This design comes from an exercise in tuning for small area, a short achievable clock period and few clock cycles per item on the open sky130 flow, not from production work.
Function was checked by simulation only, so behaviour that the tests miss may differ from the original.

Design FP16_div, start of the top module:
module FP16_div(
    input [15:0]data_dividend,
    input [15:0]data_divisor,
    input input_valid,
    input clk,
    input rst,
    output [15:0]data_q,
    output reg output_update,
    output idle
    );
Size in the first run: about 650 cells after synthesis, ~49 flip-flops, roughly 53 I/O pins, ~5500 µm² of cells after synthesis.
==> flow/config.mk <==
export PLATFORM = sky130hd
export DESIGN_NAME = FP16_div
export DESIGN_NICKNAME = FP16_div
export VERILOG_FILES = /design/flow/design.v
export SDC_FILE = /design/flow/constraint.sdc
export NUM_CORES = 4
export LEC_CHECK = 0
export ABC_CLOCK_PERIOD_IN_PS = 1500
export CAP_MARGIN = 20
export CORE_MARGIN = 2
export CORE_UTILIZATION = 40
export SLEW_MARGIN = 20
==> flow/constraint.sdc <==
create_clock -name core_clock -period 5.0 [get_ports {clk}]
set_input_delay 1.0000 -clock core_clock [delete_from_list [all_inputs] [get_ports {clk}]]
set_output_delay 1.0000 -clock core_clock [all_outputs]
set_load 0.01 [all_outputs]
run.sh (not shown) runs the stock make flow with config.mk's settings and CLKGATE_MAP_FILE= SYNTH_SCRIPT=/design/flow/synth_recipe.tcl, a recipe that flattens the netlist after the stock synthesis.
The first run passed the timing, design-rule and antenna checks.
Testbench counts at the start, summed over its fixed seeds: cycles 51,532, items 8,000.
Then changed:
Settings changed: ABC_CLOCK_PERIOD_IN_PS 1500 to unset.
The new run went through all stages and came out clean.
Non-clock buffer count does not change.
Global-route usage does not change.
Core utilization is unchanged.
Die area does not change.
Wire length does not change.
Via count does not change.
Clock-buffer cell count does not change.
Final cell count is unchanged.


nickel:
The RTL this note starts from:
==> flow/design.v <==
`timescale 1ns / 1ps
module FP16_div(
    input [15:0]data_dividend,
    input [15:0]data_divisor,
    input input_valid,
    input clk,
    input rst,
    output [15:0]data_q,
    output reg output_update,
    output reg idle
    );
    reg found;               
    reg st;                  
    reg qr1, qr2;            
    reg s;                   
    reg rnd;                 
    reg ltr;                 
    reg [11:0] X;            
    reg [10:0] D;            
    reg [6:0] E;             
    reg [9:0] M;             
    wire busy = ~idle;
    wire load = input_valid & idle;
    wire [4:0] ea = data_dividend[14:10];
    wire [4:0] eb = data_divisor[14:10];
    wire ea_nz = |ea;
    wire eb_nz = |eb;
    wire lt = ea_nz & eb_nz & (data_dividend[9:6] < data_divisor[9:6]);
    wire [11:0] X_in = lt ? {1'b1, data_dividend[9:0], 1'b0} : {1'b0, ea_nz, data_dividend[9:0]};
    wire [10:0] D_in = {eb_nz, data_divisor[9:0]};
    wire [4:0] ex = {ea[4:1], ea[0] | ~ea_nz};
    wire [4:0] ed = {eb[4:1], eb[0] | ~eb_nz};
    wire [6:0] E_in = {2'b00, ex} + {2'b00, ~ed} + 7'b1110000;    
    wire [11:0] nD = ~{1'b0, D};
    wire [11:0] X2 = {X[10:0], 1'b0};
    wire [11:0] A = X[11:0] + nD + 12'd1;                      
    wire [11:0] B = X2 + nD + 12'd1;                           
    wire [11:0] D2 = {D, 1'b0};
    wire [11:0] Dd = {1'b0, D};
    wire [11:0] X2c = {X[10:0], 1'b1};
    wire [11:0] cs_s = X2c ^ Dd ^ D2;
    wire [11:0] cs_c = (X2c & ~(Dd & D2)) | ~(Dd | D2);
    wire [11:0] C = cs_s + {cs_c[10:0], 1'b0} + 12'd1;         
    wire q1 = ~A[11];
    wire q2 = q1 ? ~C[11] : ~B[11];
    wire [10:0] P_hi = C[11] ? {A[9:0], 1'b0} : C[10:0];      
    wire [10:0] P_lo = B[11] ? {X[9:0], 1'b0} : B[10:0];      
    wire [10:0] P = q1 ? P_hi : P_lo;
    wire Dz = ~|D;
    wire dn = ~D[10];
    wire signed [6:0] Es = E;
    wire e_ovf = ltr ? (Es >= 33) : (Es >= 32);
    wire e31 = E == 7'd31;
    wire e_zero = ltr ? (Es <= -10) : (Es <= -11);
    wire e_m10 = ltr ? (Es == -9) : (Es == -10);
    wire e_m9 = ltr ? (Es == -8) : (Es == -9);
    wire e_den = (Es >= -8) & (Es <= 1);
    wire e1 = E == 7'd1;
    wire e_m8 = Es == -8;
    wire e_m7 = Es == -7;
    wire [3:0] mk = 4'd2 - E[3:0];                    
    wire [10:0] marker = 11'd1 << mk;
    wire [6:0] Eadj = E + (dn ? 7'd1 : {6'b111111, qr2 | ~st});
    reg f2;
    reg [6:0] E2;
    reg [10:0] M2;
    always @(*) begin
        f2 = 1'b1;
        E2 = E;
        M2 = {M[8:0], qr1, qr2};
        if (~found) begin
            if (e_den) begin
                E2 = {6'd0, e1 & qr1};
                M2 = marker | {9'd0, qr1, qr2};
            end else if (qr1) begin
                M2 = {9'd0, 1'b1, qr2};
            end else if (qr2) begin
                E2 = Eadj;
                M2 = 11'd1;
            end else begin
                E2 = Eadj;
                M2 = 11'd0;
                f2 = 1'b0;
            end
        end
    end
    wire ovf = Dz | (~dn & (st ? (~found & e31 & qr1) : e_ovf));
    wire zero = ~dn & ~st & e_zero;
    wire fin_b = ~dn & (st ? (found ? M[8] : e_m8) : e_m10);               
    wire fin_a = ~dn & (st ? (found ? (M[7] & ~M[8]) : e_m7) : e_m9);     
    wire done = ovf | zero | fin_a | fin_b;
    always @(posedge clk) begin
        if (rst) begin
            idle <= 1'b1;
            output_update <= 1'b0;
        end else if (load) begin
            idle <= 1'b0;
            output_update <= 1'b0;
        end else begin
            idle <= idle | done;
            output_update <= busy & done;
        end
    end
    always @(posedge clk) begin
        if (load) begin
            X <= X_in;
            D <= D_in;
            st <= 1'b0;
        end else if (dn) begin
            D <= {D[9:0], 1'b0};
        end else begin
            X <= {P, 1'b0};
            st <= 1'b1;
        end
        if (load) ltr <= lt;
        qr1 <= q1;
        qr2 <= q2;
        rnd <= (fin_b & q1) | (fin_a & q2);
    end
    always @(posedge clk) begin
        if (load) begin
            s <= data_dividend[15] ^ data_divisor[15];
            E <= E_in;
            found <= 1'b0;
        end else if (ovf) begin
            E <= 7'd30;
        end else if (dn) begin
            E <= Eadj;
        end else if (~st) begin
            if (zero | fin_a | fin_b) E <= 7'd0;
            else if (ltr) E <= Eadj;
        end else begin
            E <= E2;
            found <= f2;
        end
    end
    always @(posedge clk) begin
        if (load)
            M <= 10'd0;
        else if (ovf)
            M <= 10'h3ff;
        else if (dn)
            M <= 10'd0;
        else if (~st)
            M <= {9'd0, fin_a & q1};
        else
            M <= fin_a ? {M2[8:0], q1} : M2[9:0];
    end
    wire [14:0] EM = {E[4:0], M};
    wire sat = EM == 15'h7bff;
    wire [14:0] V = EM + {14'd0, rnd & ~sat};
    wire rzero = ~|{EM, rnd};
    assign data_q = {s & ~rzero, V};
endmodule
clock: 5.0 ns
lec_check: 0
cap_margin: 20
core_margin: 2
core_utilization: 40
cts_buf_list: sky130_fd_sc_hd__clkbuf_4 sky130_fd_sc_hd__clkbuf_8
setup_slack_margin: 1.72
slew_margin: 20
standard.sh (not shown) runs the stock make flow with config.mk's settings and CLKGATE_MAP_FILE= SYNTH_SCRIPT=/design/flow/synth_recipe.tcl, a recipe that flattens the netlist after the stock synthesis.
==> flow/flow/run.sh <==
#!/bin/bash
# Standard layout, with the port buffers made from buf_2 cells.
set -euo pipefail
export BUFFER_PORTS_ARGS="-buffer_cell sky130_fd_sc_hd__buf_2"
bash standard.sh > standard.log 2>&1
Testbench counts of nickel, summed over its fixed seeds: cycles 48,597, items 8,000.
Inputs modified between nickel and xenon:
- SETUP_SLACK_MARGIN changed from 1.72 to 1.65
- On overall fraction of global-route tracks in use: xenon sits below nickel.
- Lower final-stage net count goes to xenon over nickel.
- Of xenon and nickel, nickel shows the higher post-cts repair resize count, with xenon below it.
- The number of nets with antenna violations after routing of nickel and that of xenon are within noise of each other.
- When the final numbers for xenon and nickel were put side by side, the via count of the first global-routing pass turned out to be greater in nickel.
- Diff xenon..nickel | standard cell area after detailed placement | unchanged
- For the final worst setup slack, xenon came in 0.018 ns lower than nickel did.
- The more densely filled core belongs to nickel, not xenon.
- Against nickel, xenon reports a hold slack that is higher.
Modified inputs, juniper compared to xenon
- a change of SETUP_SLACK_MARGIN from 1.65 to 1.5
--- outcome ---
xenon → juniper: sequential share of layout area now sits higher; actual transition at the worst max-transition pin now sits higher; hold slack now sits at about the same level; net count of the mapped netlist now sits at about the same level.
Per the comparison of juniper with xenon, final critical-path setup slack -0.064 ns; maximum frequency lost 1.9%; minimum period implied by the final worst setup slack now larger.
Layout buffering overhead excluding clock cells: juniper < xenon
Here is what was changed in the inputs of ember compared with juniper.
- SETUP_SLACK_MARGIN now 2.0, was 1.5
- ABC_AREA now 1, previously not set
Results
Result: PASS for each of juniper and ember
Re number of cells after detailed placement: ember is 291 up on juniper.
Compared with juniper, number of nets in the layout in ember increased by more than a quarter.
Delta (ember minus juniper): detailed route wirelength on metal2 shows an increase of 4.9%, met1 layer usage reported by global route went up, clock distribution area overhead in the final layout -0.57 points, clock skew moved down, routed wire length rose by about 22%.
juniper vs ember, category of the most critical setup path: register to register vs register to primary output


RTL: the design.v shown in full above, as it stands there.
export LEC_CHECK = 0
export CAP_MARGIN = 20
export CORE_MARGIN = 2
export CORE_UTILIZATION = 40
export CTS_BUF_LIST = sky130_fd_sc_hd__clkbuf_16
export CTS_CLUSTER_DIAMETER = 200
export CTS_CLUSTER_SIZE = 50
export SETUP_SLACK_MARGIN = 1.65
export SLEW_MARGIN = 20
create_clock -name core_clock -period 5.0 [get_ports {clk}]
Scripts as last shown in full above: flow/flow/run.sh
The starting point produced a clean layout.
Testbench counts at the start, summed over its fixed seeds: cycles 48,597, items 8,000.
Then changed:
==> flow/flow/run.sh (replaced) <==
#!/bin/bash
# Standard layout; the port buffers are placed by flow/bufports.tcl (buf_1 on
# inputs, buf_2 on outputs) instead of by the standard global-placement step.
set -euo pipefail
export DONT_BUFFER_PORTS=1
export PRE_GLOBAL_PLACE_TCL="$PWD/flow/bufports.tcl"
export POST_GLOBAL_PLACE_TCL="$PWD/flow/bufports_post.tcl"
bash standard.sh > standard.log 2>&1
==> flow/flow/bufports.tcl (new file) <==
# Port buffers: buf_1 on the inputs, buf_2 on the outputs.  They are kept
# through the timing-driven placement's remove_buffers, and released again
# after global placement (flow/bufports_post.tcl).
buffer_ports -inputs -buffer_cell sky130_fd_sc_hd__buf_1
buffer_ports -outputs -buffer_cell sky130_fd_sc_hd__buf_2
set_dont_touch [get_cells {input* output*}]
==> flow/flow/bufports_post.tcl (new file) <==
unset_dont_touch [get_cells {input* output*}]
- CTS_BUF_LIST: sky130_fd_sc_hd__clkbuf_16 -> sky130_fd_sc_hd__clkbuf_4 sky130_fd_sc_hd__clkbuf_8
- CTS_CLUSTER_DIAMETER: 200 -> unset
- CTS_CLUSTER_SIZE: 50 -> unset
After rerunning: Die area stays the same; global-route usage went down by 0.16 points; worst setup slack loses 0.031 ns; synthesized area does not change; via count shrinks by 0.38%.
Then changed:
==> flow/flow/run.sh (replaced) <==
#!/bin/bash
# Standard layout, with the port buffers made from buf_2 cells.
set -euo pipefail
export BUFFER_PORTS_ARGS="-buffer_cell sky130_fd_sc_hd__buf_2"
bash standard.sh > standard.log 2>&1
- CTS_BUF_LIST: sky130_fd_sc_hd__clkbuf_4 sky130_fd_sc_hd__clkbuf_8 -> sky130_fd_sc_hd__clkbuf_8
- CTS_CLUSTER_DIAMETER: unset -> 200
- CTS_CLUSTER_SIZE: unset -> 50
removed: flow/flow/bufports.tcl
removed: flow/flow/bufports_post.tcl
Result:
- The new run finished with timing, DRC and antenna clean
- via count grows by about 0.32%
- first-iteration DRC count decreases by 10%
- clock-buffer cell count is unchanged
- die area stays the same
- non-clock buffer count drops by 9
Then changed:
==> flow/flow/run.sh (replaced) <==
#!/bin/bash
# Standard layout; the port buffers are placed by flow/bufports.tcl (buf_1 on
# inputs, buf_2 on outputs) instead of by the standard global-placement step.
set -euo pipefail
export DONT_BUFFER_PORTS=1
export PRE_GLOBAL_PLACE_TCL="$PWD/flow/bufports.tcl"
bash standard.sh > standard.log 2>&1
==> flow/flow/bufports.tcl (new file) <==
# Port buffers: buf_1 on the inputs, buf_2 on the outputs.
buffer_ports -inputs -buffer_cell sky130_fd_sc_hd__buf_1
buffer_ports -outputs -buffer_cell sky130_fd_sc_hd__buf_2
- CTS_BUF_LIST: sky130_fd_sc_hd__clkbuf_8 -> sky130_fd_sc_hd__clkbuf_4 sky130_fd_sc_hd__clkbuf_8
- CTS_CLUSTER_DIAMETER: 200 -> unset
- CTS_CLUSTER_SIZE: 50 -> unset
Wire length decreases by about 1.1%.
Maximum frequency stays flat.
Die area is unchanged.
Clock skew shrinks by 0.0032 ns.
Via count came out lower by 4.2%.
Setup slack improved by 0.0073 ns.
Final area came out lower by 5.7%.
Non-clock buffer count went down by 57.

-- re-timing with driven ports --
In the flow no input, the clock included, has a driving cell. The finished layouts below were timed again as built, in two steps.
Step 1 sets driving cells, clkbuf_16 on the clock port and buf_2 on the other inputs (assumed; they add their load-dependent delay and slew).
Step 2 moves the port delays by t, midway between the first and last clock arrival at a register: inputs arrive t later, outputs are due t later. That takes back most of the time a late clock gives input paths.
a / b / c = ideal ports / drivers / drivers and shift; a / b = the first two.
run	t (ns)	slack for setup (ns)	worst setup path after step 2
the first run of note 1	0.337	0.590 / 0.590 / 0.590	register to register
the second run of note 1	0.337	0.590 / 0.590 / 0.590	register to register
nickel	0.339	1.759 / 1.727 / 1.495	input to register
xenon	0.339	1.741 / 1.710 / 1.428	input to register
juniper	0.338	1.677 / 1.659 / 1.384	input to register
ember	0.338	1.928 / 1.898 / 1.865	input to register
the first run of note 3	0.322	1.753 / 1.719 / 1.452	input to register
the second run of note 3	0.347	1.722 / 1.688 / 1.478	input to register
the third run of note 3	0.339	1.741 / 1.710 / 1.428	input to register
the fourth run of note 3	0.345	1.748 / 1.715 / 1.545	input to register
After both steps every run listed still meets setup and hold.
